This is an optimization exercise on Yosys and OpenROAD, whose aim is a short achievable clock period and few clock cycles, not a production implementation. The RTL was checked by simulation tests, not by an equivalence proof against the original design. Power figures rest on the tool's default switching activity, not on a simulated workload.

[design/flow/design.v]
module mul16_s1(a, b, o);
  input wire [15:0] a, b;
  output wire [44:0] o;
  wire [255:0] pp;
  assign pp[0] = a[0] & b[0];
  assign pp[1] = a[0] & b[1];
  assign pp[2] = a[0] & b[2];
  assign pp[3] = a[0] & b[3];
  assign pp[4] = a[0] & b[4];
  assign pp[5] = a[0] & b[5];
  assign pp[6] = a[0] & b[6];
  assign pp[7] = a[0] & b[7];
  assign pp[8] = a[0] & b[8];
  assign pp[9] = a[0] & b[9];
  assign pp[10] = a[0] & b[10];
  assign pp[11] = a[0] & b[11];
  assign pp[12] = a[0] & b[12];
  assign pp[13] = a[0] & b[13];
  assign pp[14] = a[0] & b[14];
  assign pp[15] = a[0] & b[15];
  assign pp[16] = a[1] & b[0];
  assign pp[17] = a[1] & b[1];
  assign pp[18] = a[1] & b[2];
  assign pp[19] = a[1] & b[3];
  assign pp[20] = a[1] & b[4];
  assign pp[21] = a[1] & b[5];
  assign pp[22] = a[1] & b[6];
  assign pp[23] = a[1] & b[7];
  assign pp[24] = a[1] & b[8];
  assign pp[25] = a[1] & b[9];
  assign pp[26] = a[1] & b[10];
  assign pp[27] = a[1] & b[11];
  assign pp[28] = a[1] & b[12];
  assign pp[29] = a[1] & b[13];
  assign pp[30] = a[1] & b[14];
  assign pp[32] = a[2] & b[0];
  assign pp[33] = a[2] & b[1];
  assign pp[34] = a[2] & b[2];
  assign pp[35] = a[2] & b[3];
  assign pp[36] = a[2] & b[4];
  assign pp[37] = a[2] & b[5];
  assign pp[38] = a[2] & b[6];
  assign pp[39] = a[2] & b[7];
  assign pp[40] = a[2] & b[8];
  assign pp[41] = a[2] & b[9];
  assign pp[42] = a[2] & b[10];
  assign pp[43] = a[2] & b[11];
  assign pp[44] = a[2] & b[12];
  assign pp[45] = a[2] & b[13];
  assign pp[48] = a[3] & b[0];
  assign pp[49] = a[3] & b[1];
  assign pp[50] = a[3] & b[2];
  assign pp[51] = a[3] & b[3];
  assign pp[52] = a[3] & b[4];
  assign pp[53] = a[3] & b[5];
  assign pp[54] = a[3] & b[6];
  assign pp[55] = a[3] & b[7];
  assign pp[56] = a[3] & b[8];
  assign pp[57] = a[3] & b[9];
  assign pp[58] = a[3] & b[10];
  assign pp[59] = a[3] & b[11];
  assign pp[60] = a[3] & b[12];
  assign pp[64] = a[4] & b[0];
  assign pp[65] = a[4] & b[1];
  assign pp[66] = a[4] & b[2];
  assign pp[67] = a[4] & b[3];
  assign pp[68] = a[4] & b[4];
  assign pp[69] = a[4] & b[5];
  assign pp[70] = a[4] & b[6];
  assign pp[71] = a[4] & b[7];
  assign pp[72] = a[4] & b[8];
  assign pp[73] = a[4] & b[9];
  assign pp[74] = a[4] & b[10];
  assign pp[75] = a[4] & b[11];
  assign pp[80] = a[5] & b[0];
  assign pp[81] = a[5] & b[1];
  assign pp[82] = a[5] & b[2];
  assign pp[83] = a[5] & b[3];
  assign pp[84] = a[5] & b[4];
  assign pp[85] = a[5] & b[5];
  assign pp[86] = a[5] & b[6];
  assign pp[87] = a[5] & b[7];
  assign pp[88] = a[5] & b[8];
  assign pp[89] = a[5] & b[9];
  assign pp[90] = a[5] & b[10];
  assign pp[96] = a[6] & b[0];
  assign pp[97] = a[6] & b[1];
  assign pp[98] = a[6] & b[2];
  assign pp[99] = a[6] & b[3];
  assign pp[100] = a[6] & b[4];
  assign pp[101] = a[6] & b[5];
  assign pp[102] = a[6] & b[6];
  assign pp[103] = a[6] & b[7];
  assign pp[104] = a[6] & b[8];
  assign pp[105] = a[6] & b[9];
  assign pp[112] = a[7] & b[0];
  assign pp[113] = a[7] & b[1];
  assign pp[114] = a[7] & b[2];
  assign pp[115] = a[7] & b[3];
  assign pp[116] = a[7] & b[4];
  assign pp[117] = a[7] & b[5];
  assign pp[118] = a[7] & b[6];
  assign pp[119] = a[7] & b[7];
  assign pp[120] = a[7] & b[8];
  assign pp[128] = a[8] & b[0];
  assign pp[129] = a[8] & b[1];
  assign pp[130] = a[8] & b[2];
  assign pp[131] = a[8] & b[3];
  assign pp[132] = a[8] & b[4];
  assign pp[133] = a[8] & b[5];
  assign pp[134] = a[8] & b[6];
  assign pp[135] = a[8] & b[7];
  assign pp[144] = a[9] & b[0];
  assign pp[145] = a[9] & b[1];
  assign pp[146] = a[9] & b[2];
  assign pp[147] = a[9] & b[3];
  assign pp[148] = a[9] & b[4];
  assign pp[149] = a[9] & b[5];
  assign pp[150] = a[9] & b[6];
  assign pp[160] = a[10] & b[0];
  assign pp[161] = a[10] & b[1];
  assign pp[162] = a[10] & b[2];
  assign pp[163] = a[10] & b[3];
  assign pp[164] = a[10] & b[4];
  assign pp[165] = a[10] & b[5];
  assign pp[176] = a[11] & b[0];
  assign pp[177] = a[11] & b[1];
  assign pp[178] = a[11] & b[2];
  assign pp[179] = a[11] & b[3];
  assign pp[180] = a[11] & b[4];
  assign pp[192] = a[12] & b[0];
  assign pp[193] = a[12] & b[1];
  assign pp[194] = a[12] & b[2];
  assign pp[195] = a[12] & b[3];
  assign pp[208] = a[13] & b[0];
  assign pp[209] = a[13] & b[1];
  assign pp[210] = a[13] & b[2];
  assign pp[224] = a[14] & b[0];
  assign pp[225] = a[14] & b[1];
  assign pp[240] = a[15] & b[0];
  wire s1 = pp[2] ^ pp[17] ^ pp[32];
  wire k2 = (pp[2] & pp[17]) | (pp[2] & pp[32]) | (pp[17] & pp[32]);
  wire s3 = pp[3] ^ pp[18] ^ pp[33];
  wire k4 = (pp[3] & pp[18]) | (pp[3] & pp[33]) | (pp[18] & pp[33]);
  wire s5 = pp[4] ^ pp[19] ^ pp[34];
  wire k6 = (pp[4] & pp[19]) | (pp[4] & pp[34]) | (pp[19] & pp[34]);
  wire s7 = pp[49] ^ pp[64];
  wire k8 = pp[49] & pp[64];
  wire s9 = pp[5] ^ pp[20] ^ pp[35];
  wire k10 = (pp[5] & pp[20]) | (pp[5] & pp[35]) | (pp[20] & pp[35]);
  wire s11 = pp[50] ^ pp[65] ^ pp[80];
  wire k12 = (pp[50] & pp[65]) | (pp[50] & pp[80]) | (pp[65] & pp[80]);
  wire s13 = pp[6] ^ pp[21] ^ pp[36];
  wire k14 = (pp[6] & pp[21]) | (pp[6] & pp[36]) | (pp[21] & pp[36]);
  wire s15 = pp[51] ^ pp[66] ^ pp[81];
  wire k16 = (pp[51] & pp[66]) | (pp[51] & pp[81]) | (pp[66] & pp[81]);
  wire s17 = pp[7] ^ pp[22] ^ pp[37];
  wire k18 = (pp[7] & pp[22]) | (pp[7] & pp[37]) | (pp[22] & pp[37]);
  wire s19 = pp[52] ^ pp[67] ^ pp[82];
  wire k20 = (pp[52] & pp[67]) | (pp[52] & pp[82]) | (pp[67] & pp[82]);
  wire s21 = pp[97] ^ pp[112];
  wire k22 = pp[97] & pp[112];
  wire s23 = pp[8] ^ pp[23] ^ pp[38];
  wire k24 = (pp[8] & pp[23]) | (pp[8] & pp[38]) | (pp[23] & pp[38]);
  wire s25 = pp[53] ^ pp[68] ^ pp[83];
  wire k26 = (pp[53] & pp[68]) | (pp[53] & pp[83]) | (pp[68] & pp[83]);
  wire s27 = pp[98] ^ pp[113] ^ pp[128];
  wire k28 = (pp[98] & pp[113]) | (pp[98] & pp[128]) | (pp[113] & pp[128]);
  wire s29 = pp[9] ^ pp[24] ^ pp[39];
  wire k30 = (pp[9] & pp[24]) | (pp[9] & pp[39]) | (pp[24] & pp[39]);
  wire s31 = pp[54] ^ pp[69] ^ pp[84];
  wire k32 = (pp[54] & pp[69]) | (pp[54] & pp[84]) | (pp[69] & pp[84]);
  wire s33 = pp[99] ^ pp[114] ^ pp[129];
  wire k34 = (pp[99] & pp[114]) | (pp[99] & pp[129]) | (pp[114] & pp[129]);
  wire s35 = pp[10] ^ pp[25] ^ pp[40];
  wire k36 = (pp[10] & pp[25]) | (pp[10] & pp[40]) | (pp[25] & pp[40]);
  wire s37 = pp[55] ^ pp[70] ^ pp[85];
  wire k38 = (pp[55] & pp[70]) | (pp[55] & pp[85]) | (pp[70] & pp[85]);
  wire s39 = pp[100] ^ pp[115] ^ pp[130];
  wire k40 = (pp[100] & pp[115]) | (pp[100] & pp[130]) | (pp[115] & pp[130]);
  wire s41 = pp[145] ^ pp[160];
  wire k42 = pp[145] & pp[160];
  wire s43 = pp[11] ^ pp[26] ^ pp[41];
  wire k44 = (pp[11] & pp[26]) | (pp[11] & pp[41]) | (pp[26] & pp[41]);
  wire s45 = pp[56] ^ pp[71] ^ pp[86];
  wire k46 = (pp[56] & pp[71]) | (pp[56] & pp[86]) | (pp[71] & pp[86]);
  wire s47 = pp[101] ^ pp[116] ^ pp[131];
  wire k48 = (pp[101] & pp[116]) | (pp[101] & pp[131]) | (pp[116] & pp[131]);
  wire s49 = pp[146] ^ pp[161] ^ pp[176];
  wire k50 = (pp[146] & pp[161]) | (pp[146] & pp[176]) | (pp[161] & pp[176]);
  wire s51 = pp[12] ^ pp[27] ^ pp[42];
  wire k52 = (pp[12] & pp[27]) | (pp[12] & pp[42]) | (pp[27] & pp[42]);
  wire s53 = pp[57] ^ pp[72] ^ pp[87];
  wire k54 = (pp[57] & pp[72]) | (pp[57] & pp[87]) | (pp[72] & pp[87]);
  wire s55 = pp[102] ^ pp[117] ^ pp[132];
  wire k56 = (pp[102] & pp[117]) | (pp[102] & pp[132]) | (pp[117] & pp[132]);
  wire s57 = pp[147] ^ pp[162] ^ pp[177];
  wire k58 = (pp[147] & pp[162]) | (pp[147] & pp[177]) | (pp[162] & pp[177]);
  wire s59 = pp[13] ^ pp[28] ^ pp[43];
  wire k60 = (pp[13] & pp[28]) | (pp[13] & pp[43]) | (pp[28] & pp[43]);
  wire s61 = pp[58] ^ pp[73] ^ pp[88];
  wire k62 = (pp[58] & pp[73]) | (pp[58] & pp[88]) | (pp[73] & pp[88]);
  wire s63 = pp[103] ^ pp[118] ^ pp[133];
  wire k64 = (pp[103] & pp[118]) | (pp[103] & pp[133]) | (pp[118] & pp[133]);
  wire s65 = pp[148] ^ pp[163] ^ pp[178];
  wire k66 = (pp[148] & pp[163]) | (pp[148] & pp[178]) | (pp[163] & pp[178]);
  wire s67 = pp[193] ^ pp[208];
  wire k68 = pp[193] & pp[208];
  wire s69 = pp[14] ^ pp[29] ^ pp[44];
  wire k70 = (pp[14] & pp[29]) | (pp[14] & pp[44]) | (pp[29] & pp[44]);
  wire s71 = pp[59] ^ pp[74] ^ pp[89];
  wire k72 = (pp[59] & pp[74]) | (pp[59] & pp[89]) | (pp[74] & pp[89]);
  wire s73 = pp[104] ^ pp[119] ^ pp[134];
  wire k74 = (pp[104] & pp[119]) | (pp[104] & pp[134]) | (pp[119] & pp[134]);
  wire s75 = pp[149] ^ pp[164] ^ pp[179];
  wire k76 = (pp[149] & pp[164]) | (pp[149] & pp[179]) | (pp[164] & pp[179]);
  wire s77 = pp[194] ^ pp[209] ^ pp[224];
  wire k78 = (pp[194] & pp[209]) | (pp[194] & pp[224]) | (pp[209] & pp[224]);
  wire s79 = pp[15] ^ pp[30] ^ pp[45];
  wire s80 = pp[60] ^ pp[75] ^ pp[90];
  wire s81 = pp[105] ^ pp[120] ^ pp[135];
  wire s82 = pp[150] ^ pp[165] ^ pp[180];
  wire s83 = pp[195] ^ pp[210] ^ pp[225];
  wire s84 = k2 ^ s3 ^ pp[48];
  wire k85 = (k2 & s3) | (k2 & pp[48]) | (s3 & pp[48]);
  wire s86 = k4 ^ s5 ^ s7;
  wire k87 = (k4 & s5) | (k4 & s7) | (s5 & s7);
  wire s88 = k6 ^ k8 ^ s9;
  wire k89 = (k6 & k8) | (k6 & s9) | (k8 & s9);
  wire s90 = k10 ^ k12 ^ s13;
  wire k91 = (k10 & k12) | (k10 & s13) | (k12 & s13);
  wire s92 = s15 ^ pp[96];
  wire k93 = s15 & pp[96];
  wire s94 = k14 ^ k16 ^ s17;
  wire k95 = (k14 & k16) | (k14 & s17) | (k16 & s17);
  wire s96 = s19 ^ s21;
  wire k97 = s19 & s21;
  wire s98 = k18 ^ k20 ^ k22;
  wire k99 = (k18 & k20) | (k18 & k22) | (k20 & k22);
  wire s100 = s23 ^ s25 ^ s27;
  wire k101 = (s23 & s25) | (s23 & s27) | (s25 & s27);
  wire s102 = k24 ^ k26 ^ k28;
  wire k103 = (k24 & k26) | (k24 & k28) | (k26 & k28);
  wire s104 = s29 ^ s31 ^ s33;
  wire k105 = (s29 & s31) | (s29 & s33) | (s31 & s33);
  wire s106 = k30 ^ k32 ^ k34;
  wire k107 = (k30 & k32) | (k30 & k34) | (k32 & k34);
  wire s108 = s35 ^ s37 ^ s39;
  wire k109 = (s35 & s37) | (s35 & s39) | (s37 & s39);
  wire s110 = k36 ^ k38 ^ k40;
  wire k111 = (k36 & k38) | (k36 & k40) | (k38 & k40);
  wire s112 = k42 ^ s43 ^ s45;
  wire k113 = (k42 & s43) | (k42 & s45) | (s43 & s45);
  wire s114 = s47 ^ s49;
  wire k115 = s47 & s49;
  wire s116 = k44 ^ k46 ^ k48;
  wire k117 = (k44 & k46) | (k44 & k48) | (k46 & k48);
  wire s118 = k50 ^ s51 ^ s53;
  wire k119 = (k50 & s51) | (k50 & s53) | (s51 & s53);
  wire s120 = s55 ^ s57 ^ pp[192];
  wire k121 = (s55 & s57) | (s55 & pp[192]) | (s57 & pp[192]);
  wire s122 = k52 ^ k54 ^ k56;
  wire k123 = (k52 & k54) | (k52 & k56) | (k54 & k56);
  wire s124 = k58 ^ s59 ^ s61;
  wire k125 = (k58 & s59) | (k58 & s61) | (s59 & s61);
  wire s126 = s63 ^ s65 ^ s67;
  wire k127 = (s63 & s65) | (s63 & s67) | (s65 & s67);
  wire s128 = k60 ^ k62 ^ k64;
  wire k129 = (k60 & k62) | (k60 & k64) | (k62 & k64);
  wire s130 = k66 ^ k68 ^ s69;
  wire k131 = (k66 & k68) | (k66 & s69) | (k68 & s69);
  wire s132 = s71 ^ s73 ^ s75;
  wire k133 = (s71 & s73) | (s71 & s75) | (s73 & s75);
  wire s134 = k70 ^ k72 ^ k74;
  wire s135 = k76 ^ k78 ^ s79;
  wire s136 = s80 ^ s81 ^ s82;
  wire s137 = s83 ^ pp[240];
  wire s138 = k87 ^ s88 ^ s11;
  wire k139 = (k87 & s88) | (k87 & s11) | (s88 & s11);
  wire s140 = k89 ^ s90 ^ s92;
  wire k141 = (k89 & s90) | (k89 & s92) | (s90 & s92);
  wire s142 = k91 ^ k93 ^ s94;
  wire k143 = (k91 & k93) | (k91 & s94) | (k93 & s94);
  wire s144 = k95 ^ k97 ^ s98;
  wire k145 = (k95 & k97) | (k95 & s98) | (k97 & s98);
  wire s146 = k99 ^ k101 ^ s102;
  wire k147 = (k99 & k101) | (k99 & s102) | (k101 & s102);
  wire s148 = s104 ^ pp[144];
  wire k149 = s104 & pp[144];
  wire s150 = k103 ^ k105 ^ s106;
  wire k151 = (k103 & k105) | (k103 & s106) | (k105 & s106);
  wire s152 = s108 ^ s41;
  wire k153 = s108 & s41;
  wire s154 = k107 ^ k109 ^ s110;
  wire k155 = (k107 & k109) | (k107 & s110) | (k109 & s110);
  wire s156 = s112 ^ s114;
  wire k157 = s112 & s114;
  wire s158 = k111 ^ k113 ^ k115;
  wire k159 = (k111 & k113) | (k111 & k115) | (k113 & k115);
  wire s160 = s116 ^ s118 ^ s120;
  wire k161 = (s116 & s118) | (s116 & s120) | (s118 & s120);
  wire s162 = k117 ^ k119 ^ k121;
  wire k163 = (k117 & k119) | (k117 & k121) | (k119 & k121);
  wire s164 = s122 ^ s124 ^ s126;
  wire k165 = (s122 & s124) | (s122 & s126) | (s124 & s126);
  wire s166 = k123 ^ k125 ^ k127;
  wire k167 = (k123 & k125) | (k123 & k127) | (k125 & k127);
  wire s168 = s128 ^ s130 ^ s132;
  wire k169 = (s128 & s130) | (s128 & s132) | (s130 & s132);
  wire s170 = k129 ^ k131 ^ k133;
  wire s171 = s134 ^ s135 ^ s136;
  assign o[0] = pp[0];
  assign o[1] = pp[1];
  assign o[2] = pp[16];
  assign o[3] = s1;
  assign o[4] = s84;
  assign o[5] = k85;
  assign o[6] = s86;
  assign o[7] = s138;
  assign o[8] = k139;
  assign o[9] = s140;
  assign o[10] = k141;
  assign o[11] = s142;
  assign o[12] = s96;
  assign o[13] = k143;
  assign o[14] = s144;
  assign o[15] = s100;
  assign o[16] = k145;
  assign o[17] = s146;
  assign o[18] = s148;
  assign o[19] = k147;
  assign o[20] = k149;
  assign o[21] = s150;
  assign o[22] = s152;
  assign o[23] = k151;
  assign o[24] = k153;
  assign o[25] = s154;
  assign o[26] = s156;
  assign o[27] = k155;
  assign o[28] = k157;
  assign o[29] = s158;
  assign o[30] = s160;
  assign o[31] = k159;
  assign o[32] = k161;
  assign o[33] = s162;
  assign o[34] = s164;
  assign o[35] = k163;
  assign o[36] = k165;
  assign o[37] = s166;
  assign o[38] = s168;
  assign o[39] = s77;
  assign o[40] = k167;
  assign o[41] = k169;
  assign o[42] = s170;
  assign o[43] = s171;
  assign o[44] = s137;
endmodule
module mul16_s2(i, p);
  input wire [44:0] i;
  output wire [15:0] p;
  wire s172 = i[10] ^ i[11] ^ i[12];
  wire k173 = (i[10] & i[11]) | (i[10] & i[12]) | (i[11] & i[12]);
  wire s174 = i[13] ^ i[14] ^ i[15];
  wire k175 = (i[13] & i[14]) | (i[13] & i[15]) | (i[14] & i[15]);
  wire s176 = i[16] ^ i[17] ^ i[18];
  wire k177 = (i[16] & i[17]) | (i[16] & i[18]) | (i[17] & i[18]);
  wire s178 = i[19] ^ i[20] ^ i[21];
  wire k179 = (i[19] & i[20]) | (i[19] & i[21]) | (i[20] & i[21]);
  wire s180 = i[23] ^ i[24] ^ i[25];
  wire k181 = (i[23] & i[24]) | (i[23] & i[25]) | (i[24] & i[25]);
  wire s182 = i[27] ^ i[28] ^ i[29];
  wire k183 = (i[27] & i[28]) | (i[27] & i[29]) | (i[28] & i[29]);
  wire s184 = i[31] ^ i[32] ^ i[33];
  wire k185 = (i[31] & i[32]) | (i[31] & i[33]) | (i[32] & i[33]);
  wire s186 = i[35] ^ i[36] ^ i[37];
  wire k187 = (i[35] & i[36]) | (i[35] & i[37]) | (i[36] & i[37]);
  wire s188 = i[38] ^ i[39];
  wire k189 = i[38] & i[39];
  wire s190 = i[40] ^ i[41] ^ i[42];
  wire s191 = i[43] ^ i[44];
  wire s192 = k177 ^ s178 ^ i[22];
  wire k193 = (k177 & s178) | (k177 & i[22]) | (s178 & i[22]);
  wire s194 = k179 ^ s180 ^ i[26];
  wire k195 = (k179 & s180) | (k179 & i[26]) | (s180 & i[26]);
  wire s196 = k181 ^ s182 ^ i[30];
  wire k197 = (k181 & s182) | (k181 & i[30]) | (s182 & i[30]);
  wire s198 = k183 ^ s184 ^ i[34];
  wire k199 = (k183 & s184) | (k183 & i[34]) | (s184 & i[34]);
  wire s200 = k185 ^ s186 ^ s188;
  wire k201 = (k185 & s186) | (k185 & s188) | (s186 & s188);
  wire s202 = k187 ^ k189 ^ s190;
  wire s203 = k201 ^ s202 ^ s191;
  ks_add16 fin(.x({s203 , k199 , k197 , k195 , k193 , s192 , k175 , k173 , s172 , i[8] , i[7] , i[5] , i[4] , i[3] , i[1] , i[0]}), .y({1'b0 , s200 , s198 , s196 , s194 , 1'b0 , s176 , s174 , 1'b0 , i[9] , 1'b0 , i[6] , 1'b0 , 1'b0 , i[2] , 1'b0}), .cin(1'b0), .s(p));
endmodule
module ks_add16(x, y, cin, s);
	input wire [15:0] x, y;
	input wire cin;
	output wire [15:0] s;
	reg [15:0] g, p, ng, np, c;
	integer i, d;
	always @(*) begin
		g = x & y;
		p = x ^ y;
		g[0] = g[0] | (p[0] & cin);
		for (d = 1; d < 16; d = d * 2) begin
			ng = g;
			np = p;
			for (i = d; i < 16; i = i + 1) begin
				ng[i] = g[i] | (p[i] & g[i-d]);
				np[i] = p[i] & p[i-d];
			end
			g = ng;
			p = np;
		end
		c = {g[14:0], cin};
	end
	assign s = x ^ y ^ c;
endmodule
module alu16(op, a, b, res);
	input wire [4:0] op;
	input wire [15:0] a, b;
	output wire [15:0] res;
	wire [15:0] s_add, s_sub;
	ks_add16 u_add(.x(a), .y(b), .cin(1'b0), .s(s_add));
	ks_add16 u_sub(.x(a), .y(~b), .cin(1'b1), .s(s_sub));
	reg [15:0] all1, all0;
	integer i;
	always @(*) begin
		all1[0] = 1'b1;
		all0[0] = 1'b1;
		for (i = 1; i < 16; i = i + 1) begin
			all1[i] = &(a | ~((16'd1 << i) - 16'd1));
			all0[i] = ~|(a & ((16'd1 << i) - 16'd1));
		end
	end
	wire [15:0] s_inc = a ^ all1;
	wire [15:0] s_dec = a ^ all0;
	wire [15:0] s_neg = ~a ^ all0;
	wire [31:0] o;
	genvar k;
	generate
		for (k = 0; k < 32; k = k + 1) begin : g_dec
			assign o[k] = op == k;
		end
	endgenerate
	wire [15:0] early = ({16{o[1]}} & a) | ({16{o[2]}} & b) | ({16{o[3]}} & s_inc) | ({16{o[4]}} & s_dec) |
	                    ({16{o[11]}} & ~a) | ({16{o[12]}} & s_neg) |
	                    ({16{o[13]}} & (a & b)) | ({16{o[14]}} & (a | b)) | ({16{o[15]}} & (a ^ b)) |
	                    ({16{o[16]}} & {a[14:0], 1'b0}) | ({16{o[17]}} & {1'b0, a[15:1]}) | ({16{o[18]}} & {a[15], a[15:1]}) |
	                    ({16{o[19]}} & {a[14:0], a[15]}) | ({16{o[20]}} & {a[0], a[15:1]});
	assign res = early | ({16{o[5]}} & s_add) | ({16{o[6]}} & s_sub);
endmodule
module neptune_core(clk, rst, dma_req, dma_we, dma_mar_incr, dma_data, dbg_sel, dma_appr, sys_halt, dbg_data);
	localparam W = 3;         
	localparam NR = 2 * W;    
	localparam WB = 32;       
	input wire clk, rst, dma_req, dma_mar_incr;
	input wire [2:0] dma_we, dbg_sel;
	input wire [15:0] dma_data;
	output wire dma_appr, sys_halt;
	output wire [15:0] dbg_data;
	reg dm_q, dm_qq, run_q;
	reg c_rf, c_ram, c_pc, c_mar, c_inc;
	reg [15:0] data_q;
	reg aq, hq;
	reg [15:0] dbg_q;
	wire dm_in = rst & dma_req;
	always @(posedge clk) begin
		dm_q <= dm_in;
		dm_qq <= dm_q;
		run_q <= ~rst & ~dma_req;
		c_inc <= dm_in & dma_mar_incr;
		c_rf  <= dm_in & ~dma_mar_incr & (dma_we == 3'b001);
		c_ram <= dm_in & ~dma_mar_incr & (dma_we == 3'b011);
		c_pc  <= dm_in & ~dma_mar_incr & (dma_we == 3'b100);
		c_mar <= dm_in & ~dma_mar_incr & (dma_we == 3'b101);
		data_q <= dma_data;
		aq <= dm_in;
	end
	assign dma_appr = aq;
	assign sys_halt = hq;
	assign dbg_data = dbg_q;
	reg [15:0] arf [0:7];
	reg [WB*128-1:0] ramv;    
	reg [15:0] apc;
	reg [12:0] amar;
	reg [15:0] xrf [0:7];
	reg [15:0] xR;
	reg [15:0] fp;
	reg halted;
	wire [7:0] dq_ra = 8'd1 << data_q[8:6];
	wire [7:0] dq_rb = 8'd1 << data_q[5:3];
	always @(posedge clk) begin
		if (c_inc) amar <= amar + 13'd1;
		else if (c_mar) amar <= data_q[12:0];
		else if (run_q & halted) amar <= fp[12:0] - 13'd1;
		if (c_pc) apc <= data_q;
		else if (run_q & halted) apc <= fp;
	end
	genvar gr, gw;
	generate
		for (gw = 0; gw < 128; gw = gw + 1) begin : g_ram
			always @(posedge clk)
				if (c_ram && amar[6:0] == gw) ramv[gw*WB +: WB] <= {dq_rb, dq_ra, data_q};
		end
		for (gr = 0; gr < 8; gr = gr + 1) begin : g_arf
			always @(posedge clk) begin
				if (c_rf && amar[2:0] == gr) arf[gr] <= data_q;
				else if (run_q) arf[gr] <= xrf[gr];
			end
		end
	endgenerate
	reg [WB-1:0] win [0:W-1];  
	reg wvalid;
	reg mstall;
	reg [2:0] md;
	wire fpl = dm_in & ~dma_mar_incr & (dma_we == 3'b100);
	wire rs_full = c_rf | c_ram | (dm_q & ~dm_qq);
	wire rs_any = rs_full | c_pc;
	wire [2:0] cnt;
	wire [W:0] cnt_oh;
	reg [127:0] ph [0:NR-1];
	wire [WB-1:0] rd [0:NR-1];
	genvar gj;
	generate
		for (gj = 0; gj < NR; gj = gj + 1) begin : g_rd
			reg [WB-1:0] acc;
			always @(*) begin : b_rd
				integer w;
				acc = {WB{1'b0}};
				for (w = 0; w < 128; w = w + 1)
					acc = acc | ({WB{ph[gj][w]}} & ramv[w*WB +: WB]);
			end
			assign rd[gj] = acc;
			reg [127:0] rot;
			always @(*) begin : b_rot
				integer c;
				rot = {128{1'b0}};
				for (c = 0; c <= W; c = c + 1)
					rot = rot | ({128{cnt_oh[c]}} & ((ph[gj] << c) | (ph[gj] >> (128 - c))));
			end
			localparam [6:0] OFF = gj;
			wire [6:0] a_fast = dma_data[6:0] + OFF;
			wire [6:0] a_rs = apc[6:0] + OFF;
			always @(posedge clk) begin
				if (fpl) ph[gj] <= 128'd1 << a_fast;
				else if (rs_full) ph[gj] <= 128'd1 << a_rs;
				else ph[gj] <= rot;
			end
		end
	endgenerate
	wire [4:0] op [0:W-1];
	wire [2:0] ra [0:W-1], rb [0:W-1], rdst [0:W-1];
	wire [7:0] raoh [0:W-1], rboh [0:W-1];
	wire isalu [0:W-1], ishalt [0:W-1], ismul [0:W-1], iscmp [0:W-1], useA [0:W-1], useB [0:W-1];
	wire dep [0:W-1], iss [0:W-1];
	wire [15:0] A [0:W-1], B [0:W-1], res [0:W-1];
	wire wr [0:W-1], ru [0:W-1];
	wire msel [0:W-1], mfirst [0:W-1];
	wire go = wvalid & ~halted & ~mstall;
	genvar gk, gi;
	generate
		for (gk = 0; gk < W; gk = gk + 1) begin : g_slot
			assign op[gk] = win[gk][13:9];
			assign ra[gk] = win[gk][8:6];
			assign rb[gk] = win[gk][5:3];
			assign rdst[gk] = win[gk][2:0];
			assign raoh[gk] = win[gk][23:16];
			assign rboh[gk] = win[gk][31:24];
			assign isalu[gk] = win[gk][15:14] == 2'b10;
			assign ishalt[gk] = win[gk][15:12] == 4'b0111;
			assign ismul[gk] = isalu[gk] & (op[gk] == 5'd7);
			assign iscmp[gk] = (op[gk] == 5'd8) | (op[gk] == 5'd9) | (op[gk] == 5'd10);
			assign useA[gk] = isalu[gk] & ((op[gk] == 5'd1) | (op[gk] == 5'd3) | (op[gk] == 5'd4) | (op[gk] == 5'd5) | (op[gk] == 5'd6) |
			                  (op[gk] == 5'd7) | (op[gk] == 5'd11) | (op[gk] == 5'd12) | (op[gk] == 5'd13) | (op[gk] == 5'd14) |
			                  (op[gk] == 5'd15) | (op[gk] == 5'd16) | (op[gk] == 5'd17) | (op[gk] == 5'd18) | (op[gk] == 5'd19) |
			                  (op[gk] == 5'd20));
			assign useB[gk] = isalu[gk] & ((op[gk] == 5'd2) | (op[gk] == 5'd5) | (op[gk] == 5'd6) | (op[gk] == 5'd7) |
			                  (op[gk] == 5'd13) | (op[gk] == 5'd14) | (op[gk] == 5'd15));
			wire [W:0] dv;
			assign dv[0] = 1'b0;
			for (gi = 0; gi < W; gi = gi + 1) begin : g_dep
				if (gi < gk) begin : g_e
					assign dv[gi+1] = dv[gi] | (isalu[gi] & ((useA[gk] & (ra[gk] == rdst[gi])) | (useB[gk] & (rb[gk] == rdst[gi]))));
				end else begin : g_n
					assign dv[gi+1] = dv[gi];
				end
			end
			assign dep[gk] = dv[W];
			if (gk == 0) begin : g_i0
				assign iss[gk] = go;
				assign mfirst[gk] = 1'b1;
			end else begin : g_in
				assign iss[gk] = iss[gk-1] & ~ishalt[gk-1] & ~ismul[gk-1] & ~dep[gk];
				assign mfirst[gk] = mfirst[gk-1] & ~ismul[gk-1];
			end
			assign msel[gk] = mfirst[gk] & ismul[gk];
			reg [15:0] a_acc, b_acc;
			always @(*) begin : b_rf
				integer r;
				a_acc = 16'd0;
				b_acc = 16'd0;
				for (r = 0; r < 8; r = r + 1) begin
					a_acc = a_acc | ({16{raoh[gk][r]}} & xrf[r]);
					b_acc = b_acc | ({16{rboh[gk][r]}} & xrf[r]);
				end
			end
			assign A[gk] = a_acc;
			assign B[gk] = b_acc;
			alu16 alu(.op(op[gk]), .a(A[gk]), .b(B[gk]), .res(res[gk]));
			assign wr[gk] = iss[gk] & isalu[gk] & ~ismul[gk];
			assign ru[gk] = wr[gk] & ~iscmp[gk];
		end
	endgenerate
	reg [2:0] cnt_b;
	reg halting, mul_issue;
	reg [2:0] mdst;
	reg [15:0] MA, MB;
	always @(*) begin : b_grp
		integer k;
		cnt_b = 3'd0;
		halting = 1'b0;
		mul_issue = 1'b0;
		mdst = 3'd0;
		MA = 16'd0;
		MB = 16'd0;
		for (k = 0; k < W; k = k + 1) begin
			if (iss[k]) cnt_b = k + 1;
			if (iss[k] & ishalt[k]) halting = 1'b1;
			if (iss[k] & ismul[k]) mul_issue = 1'b1;
			if (msel[k]) begin
				mdst = mdst | rdst[k];
				MA = MA | A[k];
				MB = MB | B[k];
			end
		end
	end
	assign cnt = cnt_b;
	generate
		for (gk = 0; gk <= W; gk = gk + 1) begin : g_cnt
			if (gk == 0) begin : g_c0
				assign cnt_oh[gk] = ~iss[0];
			end else if (gk == W) begin : g_cw
				assign cnt_oh[gk] = iss[W-1];
			end else begin : g_cm
				assign cnt_oh[gk] = iss[gk-1] & ~iss[gk];
			end
		end
	endgenerate
	wire [44:0] m1_d;
	reg [44:0] m1_q;
	wire [15:0] mres;
	mul16_s1 mul_a(.a(MA), .b(MB), .o(m1_d));
	mul16_s2 mul_b(.i(m1_q), .p(mres));
	always @(posedge clk) m1_q <= m1_d;
	reg [W:0] rsel;    
	always @(*) begin : b_rsel
		integer k;
		reg later;
		later = 1'b0;
		for (k = W - 1; k >= 0; k = k - 1) begin
			rsel[k] = ru[k] & ~later;
			later = later | ru[k];
		end
		rsel[W] = ~later;
	end
	reg [15:0] rgrp;
	always @(*) begin : b_rgrp
		integer k;
		rgrp = {16{rsel[W]}} & xR;
		for (k = 0; k < W; k = k + 1) rgrp = rgrp | ({16{rsel[k]}} & res[k]);
	end
	wire [15:0] xR_n = mstall ? mres : rgrp;
	always @(posedge clk) begin
		if (rs_any) begin
			xR <= 16'd0;
			halted <= 1'b0;
			mstall <= 1'b0;
		end else begin
			xR <= xR_n;
			halted <= halted | halting;
			mstall <= mul_issue;
		end
		md <= mul_issue ? mdst : md;
	end
	generate
		for (gr = 0; gr < 8; gr = gr + 1) begin : g_xrf
			reg [W:0] s;
			reg any;
			always @(*) begin : b_src
				integer k, j;
				reg done, rl;
				s = {(W+1){1'b0}};
				any = 1'b0;
				done = 1'b0;
				for (k = W - 1; k >= 0; k = k - 1) begin
					if (!done && wr[k] && rdst[k] == gr) begin
						done = 1'b1;
						any = 1'b1;
						rl = 1'b0;
						for (j = k; j >= 0; j = j - 1) begin
							if (!rl && ru[j]) begin
								s[j] = 1'b1;
								rl = 1'b1;
							end
						end
						if (!rl) s[W] = 1'b1;
					end
				end
			end
			reg [15:0] nv;
			always @(*) begin : b_nv
				integer k;
				if (mstall && md == gr) nv = mres;
				else if (any) begin
					nv = {16{s[W]}} & xR;
					for (k = 0; k < W; k = k + 1) nv = nv | ({16{s[k]}} & res[k]);
				end else nv = xrf[gr];
			end
			always @(posedge clk) begin
				if (rs_any) xrf[gr] <= arf[gr];
				else xrf[gr] <= nv;
			end
		end
	endgenerate
	always @(posedge clk) begin
		if (fpl) begin
			fp <= dma_data;
			wvalid <= 1'b0;
		end else if (rs_full) begin
			fp <= apc;
			wvalid <= 1'b0;
		end else begin
			fp <= fp + cnt;
			wvalid <= 1'b1;
		end
	end
	generate
		for (gk = 0; gk < W; gk = gk + 1) begin : g_win
			reg [WB-1:0] wn;
			always @(*) begin : b_wn
				integer c;
				wn = {WB{1'b0}};
				for (c = 0; c <= W; c = c + 1)
					wn = wn | ({WB{cnt_oh[c]}} & rd[gk + c]);
			end
			always @(posedge clk) win[gk] <= wn;
		end
	endgenerate
	always @(posedge clk) begin
		hq <= ~rst & ~dma_req & (halted | halting) & ~rs_any;
		case (dbg_sel)
			3'b001: dbg_q <= arf[amar[2:0]];
			3'b011: dbg_q <= ramv[amar[6:0]*WB +: 16];
			3'b100: dbg_q <= apc;
			3'b101: dbg_q <= {3'b000, amar};
			3'b111: dbg_q <= xR_n;
			default: dbg_q <= 16'd0;
		endcase
	end
endmodule
[design/flow/run.sh]
#!/bin/bash
# synth_recipe.tcl (not shown) runs the flow's synth.tcl, then flattens the netlist and writes it again
# the make line also repeats each setting of config.mk as NAME=value (left out here)
make -C /OpenROAD-flow-scripts/flow DESIGN_CONFIG=/design/flow/config.mk WORK_HOME=/design/flow/orfs CLKGATE_MAP_FILE= SYNTH_SCRIPT=/design/flow/synth_recipe.tcl finish
[design/flow/config.mk]
export PLATFORM = sky130hd
export DESIGN_NAME = neptune_core
export DESIGN_NICKNAME = neptune_core
export VERILOG_FILES = /design/flow/design.v
export SDC_FILE = /design/flow/constraint.sdc
export NUM_CORES = 4
export LEC_CHECK = 0
export ABC_CLOCK_PERIOD_IN_PS = 2500
export CAP_MARGIN = 30
export CORE_MARGIN = 2
export CORE_UTILIZATION = 30
export SETUP_SLACK_MARGIN = 4.0
export SLEW_MARGIN = 40
[design/flow/constraint.sdc]
create_clock -name core_clock -period 8.0 [get_ports {clk}]
set_input_delay 1.6000 -clock core_clock [delete_from_list [all_inputs] [get_ports {clk}]]
set_output_delay 1.6000 -clock core_clock [all_outputs]
set_load 0.01 [all_outputs]
==> impl_metrics.toml, run 1 <==
[outcome]
error_line = "[ERROR GRT-0116] Global routing finished with congestion. Check the congestion regions in the DRC Viewer."
status = "did not finish"
stop_stage = "global routing"

[placed_design]
numPortBuffers = 43
hpwl_mm = 5160
gp_congestion = 1.64
post_dp_cell_area_sq_mm = 0.416

[floorplanning]
io_pins = 44
die_w_mm = 1.10
die_h_mm = 1.10
initial_core_util = 0.301
core.rowCount = 402

[global_route]
grt.total_usage = 1.22
gr-total-overflow = 210450
grt_pass1_wl_mm = 9400
grt_max_degree = 196
grt_pass1_vias = 602849

[yosys]
syn-cell-area_sq_mm = 0.360
synth_edf_count = 4384
ys_top_cells_by_count = "a221oi_1 (4931), edfxtp_1 (4384), a22oi_1 (4328)"
yosys_most_used_dff = "edfxtp_1"
ys.warnings.count = 11
synth.avg_cell_area_sq_um = 10.3
yosysTopAreaCell = "edfxtp_1"
synthTopCellsByArea = "edfxtp_1 (37%), a221oi_1 (12%), a22o_1 (10%)"
synthDistinctLibCells = 115
ys_seq_area_frac = 0.421
synth_top_area_share = 0.366
syn_inst = 34753
synth-seq-cells = 5363
synth_fp_nets = 35084
async_flop_share = 0
synthMostInstantiatedCell = "a221oi_1"

[clock_network]
numCtsBuffers = 676
clockRootBuffer = "clkbuf_16"
cts_buffer_depth = 5
htree_levels = 6
cts.sinks = 5363
cts_hold_buf = 0
[power by group through the flow]
| stage | logic, mW | registers, mW | clock network, mW |
|---|---|---|---|
| after floorplan | 25.1 | 32.2 | 0 |
| after global placement | 60.9 | 37.2 | 0 |
| after detailed placement | 62.9 | 36.5 | 0 |
| after CTS | 70.3 | 35.8 | 33.3 |
[how the worst max path moves through the flow]
stage	startpoint	to	slack [ns]
4_1_cts	amar[1]$_DFFE_PP_	dbg_q[6]$_DFF_P_	3.51
3_5_place_dp	win[1][17]$_DFF_P_	xrf[2][14]$_DFFE_PP_	2.14
3_3_place_gp	win[0][12]$_DFF_P_	fp[2]$_DFF_P_	0.87
2_1_floorplan	amar[0]$_DFFE_PP_	ramv[2944]$_DFFE_PP_	3.39
[timing repair]
item / CTS
setup endpoints to repair: 2097
gates cloned: 25
gates resized for setup: 1186
pin swaps: 302
buffers inserted: 482
[cell families after synthesis]
kind of cell,synth area share
XOR/XNOR,0.00456
adder cells (fa/ha/maj),0.0125
multiplexers,0.0492
AND/OR/NAND/NOR,0.0945
AO/OA/AOI/OAI,0.371
buffers and inverters,0.0473
flip-flops,0.421
[stage by stage]
step                worst slack [ns]   util  std cells
CTS                             3.51  0.375      52907
global placement               0.866  0.339      50712
detailed placement              2.14  0.348      51160
floorplan                       3.39      -      34753
[layer usage]
metal	GRT usage	GRT overflow
met4	1.13	20132
met1	1.16	52434
met3	1.13	30079
met5	1.05	2847
met2	1.41	104958
Testbench counts, summed over its fixed seeds: cycles 4,121.
==> run 2, diff against run 1 <==
--- a/design/flow/design.v
+++ b/design/flow/design.v
@@ -481,15 +481,13 @@
 	assign sys_halt = hq;
 	assign dbg_data = dbg_q;
 	reg [15:0] arf [0:7];
-	reg [WB*128-1:0] ramv;    
+	reg [15:0] ram [0:127];
 	reg [15:0] apc;
 	reg [12:0] amar;
 	reg [15:0] xrf [0:7];
 	reg [15:0] xR;
 	reg [15:0] fp;
 	reg halted;
-	wire [7:0] dq_ra = 8'd1 << data_q[8:6];
-	wire [7:0] dq_rb = 8'd1 << data_q[5:3];
 	always @(posedge clk) begin
 		if (c_inc) amar <= amar + 13'd1;
 		else if (c_mar) amar <= data_q[12:0];
@@ -497,12 +495,10 @@
 		if (c_pc) apc <= data_q;
 		else if (run_q & halted) apc <= fp;
 	end
-	genvar gr, gw;
+	always @(posedge clk)
+		if (c_ram) ram[amar[6:0]] <= data_q;
+	genvar gr;
 	generate
-		for (gw = 0; gw < 128; gw = gw + 1) begin : g_ram
-			always @(posedge clk)
-				if (c_ram && amar[6:0] == gw) ramv[gw*WB +: WB] <= {dq_rb, dq_ra, data_q};
-		end
 		for (gr = 0; gr < 8; gr = gr + 1) begin : g_arf
 			always @(posedge clk) begin
 				if (c_rf && amar[2:0] == gr) arf[gr] <= data_q;
@@ -519,33 +515,17 @@
 	wire rs_any = rs_full | c_pc;
 	wire [2:0] cnt;
 	wire [W:0] cnt_oh;
-	reg [127:0] ph [0:NR-1];
-	wire [WB-1:0] rd [0:NR-1];
+	reg [6:0] p [0:NR-1];
+	wire [15:0] rd [0:NR-1];
 	genvar gj;
 	generate
 		for (gj = 0; gj < NR; gj = gj + 1) begin : g_rd
-			reg [WB-1:0] acc;
-			always @(*) begin : b_rd
-				integer w;
-				acc = {WB{1'b0}};
-				for (w = 0; w < 128; w = w + 1)
-					acc = acc | ({WB{ph[gj][w]}} & ramv[w*WB +: WB]);
-			end
-			assign rd[gj] = acc;
-			reg [127:0] rot;
-			always @(*) begin : b_rot
-				integer c;
-				rot = {128{1'b0}};
-				for (c = 0; c <= W; c = c + 1)
-					rot = rot | ({128{cnt_oh[c]}} & ((ph[gj] << c) | (ph[gj] >> (128 - c))));
-			end
+			assign rd[gj] = ram[p[gj]];
 			localparam [6:0] OFF = gj;
-			wire [6:0] a_fast = dma_data[6:0] + OFF;
-			wire [6:0] a_rs = apc[6:0] + OFF;
 			always @(posedge clk) begin
-				if (fpl) ph[gj] <= 128'd1 << a_fast;
-				else if (rs_full) ph[gj] <= 128'd1 << a_rs;
-				else ph[gj] <= rot;
+				if (fpl) p[gj] <= dma_data[6:0] + OFF;
+				else if (rs_full) p[gj] <= apc[6:0] + OFF;
+				else p[gj] <= p[gj] + cnt;
 			end
 		end
 	endgenerate
@@ -557,7 +537,7 @@
 	wire [15:0] A [0:W-1], B [0:W-1], res [0:W-1];
 	wire wr [0:W-1], ru [0:W-1];
 	wire msel [0:W-1], mfirst [0:W-1];
-	wire go = wvalid & ~halted & ~mstall;
+	wire go = wvalid & ~halted;
 	genvar gk, gi;
 	generate
 		for (gk = 0; gk < W; gk = gk + 1) begin : g_slot
@@ -586,9 +566,22 @@
 					assign dv[gi+1] = dv[gi];
 				end
 			end
-			assign dep[gk] = dv[W];
+			wire upd_before;
+			if (gk == 0) begin : g_u0
+				assign upd_before = 1'b0;
+			end else begin : g_un
+				reg u;
+				always @(*) begin : b_u
+					integer j;
+					u = 1'b0;
+					for (j = 0; j < gk; j = j + 1) u = u | (isalu[j] & ~iscmp[j]);
+				end
+				assign upd_before = u;
+			end
+			assign dep[gk] = dv[W] | (mstall & ((useA[gk] & (ra[gk] == md)) | (useB[gk] & (rb[gk] == md)) |
+			                                    (isalu[gk] & iscmp[gk] & ~upd_before)));
 			if (gk == 0) begin : g_i0
-				assign iss[gk] = go;
+				assign iss[gk] = go & ~dep[gk];
 				assign mfirst[gk] = 1'b1;
 			end else begin : g_in
 				assign iss[gk] = iss[gk-1] & ~ishalt[gk-1] & ~ismul[gk-1] & ~dep[gk];
@@ -667,10 +660,10 @@
 	reg [15:0] rgrp;
 	always @(*) begin : b_rgrp
 		integer k;
-		rgrp = {16{rsel[W]}} & xR;
+		rgrp = {16{rsel[W] & ~mstall}} & xR | {16{rsel[W] & mstall}} & mres;
 		for (k = 0; k < W; k = k + 1) rgrp = rgrp | ({16{rsel[k]}} & res[k]);
 	end
-	wire [15:0] xR_n = mstall ? mres : rgrp;
+	wire [15:0] xR_n = rgrp;
 	always @(posedge clk) begin
 		if (rs_any) begin
 			xR <= 16'd0;
@@ -711,11 +704,11 @@
 			reg [15:0] nv;
 			always @(*) begin : b_nv
 				integer k;
-				if (mstall && md == gr) nv = mres;
-				else if (any) begin
+				if (any) begin
 					nv = {16{s[W]}} & xR;
 					for (k = 0; k < W; k = k + 1) nv = nv | ({16{s[k]}} & res[k]);
-				end else nv = xrf[gr];
+				end else if (mstall && md == gr) nv = mres;
+				else nv = xrf[gr];
 			end
 			always @(posedge clk) begin
 				if (rs_any) xrf[gr] <= arf[gr];
@@ -737,21 +730,21 @@
 	end
 	generate
 		for (gk = 0; gk < W; gk = gk + 1) begin : g_win
-			reg [WB-1:0] wn;
+			reg [15:0] wn;
 			always @(*) begin : b_wn
 				integer c;
-				wn = {WB{1'b0}};
+				wn = 16'd0;
 				for (c = 0; c <= W; c = c + 1)
-					wn = wn | ({WB{cnt_oh[c]}} & rd[gk + c]);
+					wn = wn | ({16{cnt_oh[c]}} & rd[gk + c]);
 			end
-			always @(posedge clk) win[gk] <= wn;
+			always @(posedge clk) win[gk] <= {8'd1 << wn[5:3], 8'd1 << wn[8:6], wn};    
 		end
 	endgenerate
 	always @(posedge clk) begin
 		hq <= ~rst & ~dma_req & (halted | halting) & ~rs_any;
 		case (dbg_sel)
 			3'b001: dbg_q <= arf[amar[2:0]];
-			3'b011: dbg_q <= ramv[amar[6:0]*WB +: 16];
+			3'b011: dbg_q <= ram[amar[6:0]];
 			3'b100: dbg_q <= apc;
 			3'b101: dbg_q <= {3'b000, amar};
 			3'b111: dbg_q <= xR_n;
==> impl_metrics.toml, run 2 <==
[clock_network]
numCtsBuffers = 325
clockRootBuffer = "clkbuf_16"
clk_pin_slew_ns = 0.07
cts_buffer_depth = 4
cts_tree = "built"
cts_hold_buf = 0
cts.sinks = 2602
htree_levels = 5
clock_latency_ns = 1.10

[yosys]
synth_fp_nets = 14462
synthTopCellsByArea = "mux4_2 (47%), edfxtp_1 (31%), dfxtp_1 (2.4%)"
ys.warnings.count = 11
synthMostInstantiatedCell = "mux4_2"
synthDistinctLibCells = 113
ys_seq_area_frac = 0.339
synth-seq-cells = 2602
synth.avg_cell_area_sq_um = 15.8
syn_inst = 14119
synth_top_area_share = 0.469
syn-cell-area_sq_mm = 0.223
synth_edf_count = 2336
ys_top_cells_by_count = "mux4_2 (4640), edfxtp_1 (2336), clkbuf_1 (839)"
yosys_most_used_dff = "edfxtp_1"
yosysTopAreaCell = "mux4_2"
async_flop_share = 0

[finish]
layout_commonest_cell = "mux4_2"
area_delta_synth_final_pct = 22.5
nets = 15228
drive_above_1_share = 0.572
stdcell_area_sq_mm = 0.273
multiInputGateArea_sq_mm = 0.148
nFillCells = 68566
largest_reg_flops = 2048
seqCellArea_sq_mm = 0.0758
final_cell_mix = "mux4_2 (4640), edfxtp_1 (2336), buf_4 (1133), nand2_1 (512), nor2_1 (440)"
finish.utilization = 0.369

[drt]
ant_nets = 0
vias_per_cell = 7.69
vias = 193948
drcViolationCount = 0
dr.pass1.iters = 10
drt-initial-drc-count = 43755
drt-wirelength-per-cell_um = 50.9
drt-total-wl_mm = 1280

[setup_path]
r2r_cells = 15
path_cells = "a22oi_1, nand4_1, ha_2, or2_2, a2111oi_2, a21bo_2, a31oi_4, a2111oi_4, a311oi_2, o22ai_1, or3_4, buf_6, a221o_1, a22oi_2, o21ai_1"
path_class = "register to register"
cp-start-kind = "register"
required_ns = 8.97
reg2reg_setup_slack_ns = 3.14
critPathLaunch = "xrf[7][9]$_DFFE_PP_"
path_delay_family = "compound AO/OA/AOI/OAI gates"
path_max_fanout = 9
max_stage_delay_ns = 0.69
r2r_end = "dbg_q[14]$_SDFF_PN0_"
path_buf_inv = 1
slowest_stage = "edfxtp_1"
arrival_ns = 5.83
worstReg2RegStart = "xrf[7][9]$_DFFE_PP_"
endpoint = "dbg_q[14]$_SDFF_PN0_"
path_depth = 15
cp-end-kind = "register"

[pwr]
power_frac_seq = 0.134
comb_power_share = 0.748
p_switching_mw = 69.0
p_int_mw = 67.1
powerDensity_mw_per_mm2 = 499
p_leak_nw = 86.6
clockPowerShare = 0.118
irDropWorstVdd_v = 0.000434
swShare = 0.507

[outcome]
status = "no timing/DRC/antenna violations"

[sta]
fmax_ghz = 0.206
max_slew.worst_pin.slew_ns = 1.31
rsz0062_at_grt = "yes"
tns_ns = 0
fin_crit_ns = 4.86
setup_viol = 0
fin_ws_ns = 3.14
finalMaxSlewViolations = 0
hold_viol = 0
timing.slew.headroom = 0.122
period_share = 0.608
clock_skew_ns = 0.101

[run]
maxCapViolations = 0

[global_route]
grt.total_usage = 0.327
grt_pass1_vias = 173650
grt_max_degree = 97
grt_pass1_wl_mm = 1670
gr-total-overflow = 0
grt_antenna_before_repair = 153

[hold_path]
hold_path_class = "register to register"
whs_path_depth = 0

[placed_design]
hpwl_mm = 813
numPortBuffers = 43
gp_congestion = 1.05
dp_slack_ns = 1.85
post_dp_cell_area_sq_mm = 0.239

[floorplanning]
core_area_sq_mm = 0.740
die_w_um = 866
die_h_um = 866
io_pins = 44
core.rowCount = 316
die-area_sq_mm = 0.750
initial_core_util = 0.301
[run 2: cell types whose count changed after synthesis, sizes merged, moves of 425 or more]
cell,before,now
a21oi,960,394
clkbuf,3461,849
dfxtp,979,266
nand4,1778,124
o22a,450,25
a221oi,4932,178
o21ai,836,275
a22oi,4329,454
nand2,2413,587
a22o,4099,17
nand3,635,98
edfxtp,4384,2336
mux4,666,4640
[run 2: per-layer routing]
| layer | share of wire | GRT usage |
|---|---|---|
| met1 | 0.31 | 0.374 |
| met2 | 0.38 | 0.421 |
| met3 | 0.20 | 0.217 |
| met4 | 0.10 | 0.250 |
| met5 | 0.0034 | 0.0431 |
[run 2: timing repair]
action / in CTS / in global routing
resized for setup: 1525 / 596
setup endpoints to repair: 637 / 401
gates cloned: 98 / 33
pin swaps: 372 / 312
buffers inserted: 646 / 351
[run 2: power by group through the flow]
stage               registers, mW  clock network, mW  logic [mW]
floorplan                    16.5                  0        46.9
global route                 18.1               16.4        99.9
detailed placement           19.0                  0        77.4
global placement             19.3                  0        76.7
CTS                          18.0               15.9        90.5
finish                       18.3               16.0         102
[run 2: worst min path at each step]
| stage | startpoint | endpoint | slack (ns) |
|---|---|---|---|
| global placement | dm_q$_DFF_P_ | dm_qq$_DFF_P_ | 0.44 |
| floorplan | dm_q$_DFF_P_ | dm_qq$_DFF_P_ | 0.39 |
| detailed placement | dm_q$_DFF_P_ | dm_qq$_DFF_P_ | 0.43 |
| finish | dm_q$_DFF_P_ | dm_qq$_DFF_P_ | 0.41 |
| global route | dm_q$_DFF_P_ | dm_qq$_DFF_P_ | 0.45 |
| CTS | dm_q$_DFF_P_ | dm_qq$_DFF_P_ | 0.44 |
[run 2: final cells by class]
cell class                 instances  share of cell area
inverter                         257             0.00396
tap                             9858              0.0452
clock inverter                   206             0.00878
antenna                          196             0.00180
clock buffer                     394              0.0318
timing repair buffer            1981              0.0894
sequential                      2602               0.278
multi-input combinational       9718               0.541
[run 2: logic make-up after synthesis]
group,share of synthesized area
xor gates and xnor gates,0.00916
DFF,0.339
adders and majority gates,0.0210
buffers and inverters,0.0347
and+or+nand+nor,0.0431
AOI/OAI and AO/OA,0.0668
muxes,0.486
[run 2: stage by stage]
step                      hold WS, ns  total power, mW  instances
after floorplan                 0.393             63.4      14119
after global placement          0.436             95.9      23231
after detailed placement        0.434             96.4      23278
after CTS                       0.444              124      24622
after global routing            0.453              134      25094
final                           0.412              136      25212
Testbench counts of run 2, summed over its fixed seeds: cycles 3,988.

## re-timing with driven ports
The flow's constraints put no driver on any port. The routed layout listed below was extracted and timed again, unchanged, in two steps.
Step 1 assumes that a clkbuf_16 drives the clock port and a buf_2 every other input.
Step 2 moves the port delays by t, midway between the first and last clock arrival at a register: inputs arrive t later, outputs are due t later. That takes back most of the time a late clock gives input paths.
a / b / c = no drivers / after step 1 / after step 2; a / b = the first two.
run: run 2
shift t [ns]: 1.200
slack for setup (ns): 3.138 / 3.138 / 3.136
latest minus earliest clock arrival (ns): 0.102 / 0.102
After both steps run 2 still meets setup and hold. For run 2, drivers alone change the setup slack by 0.000 ns; drivers and shift together by -0.002 ns.
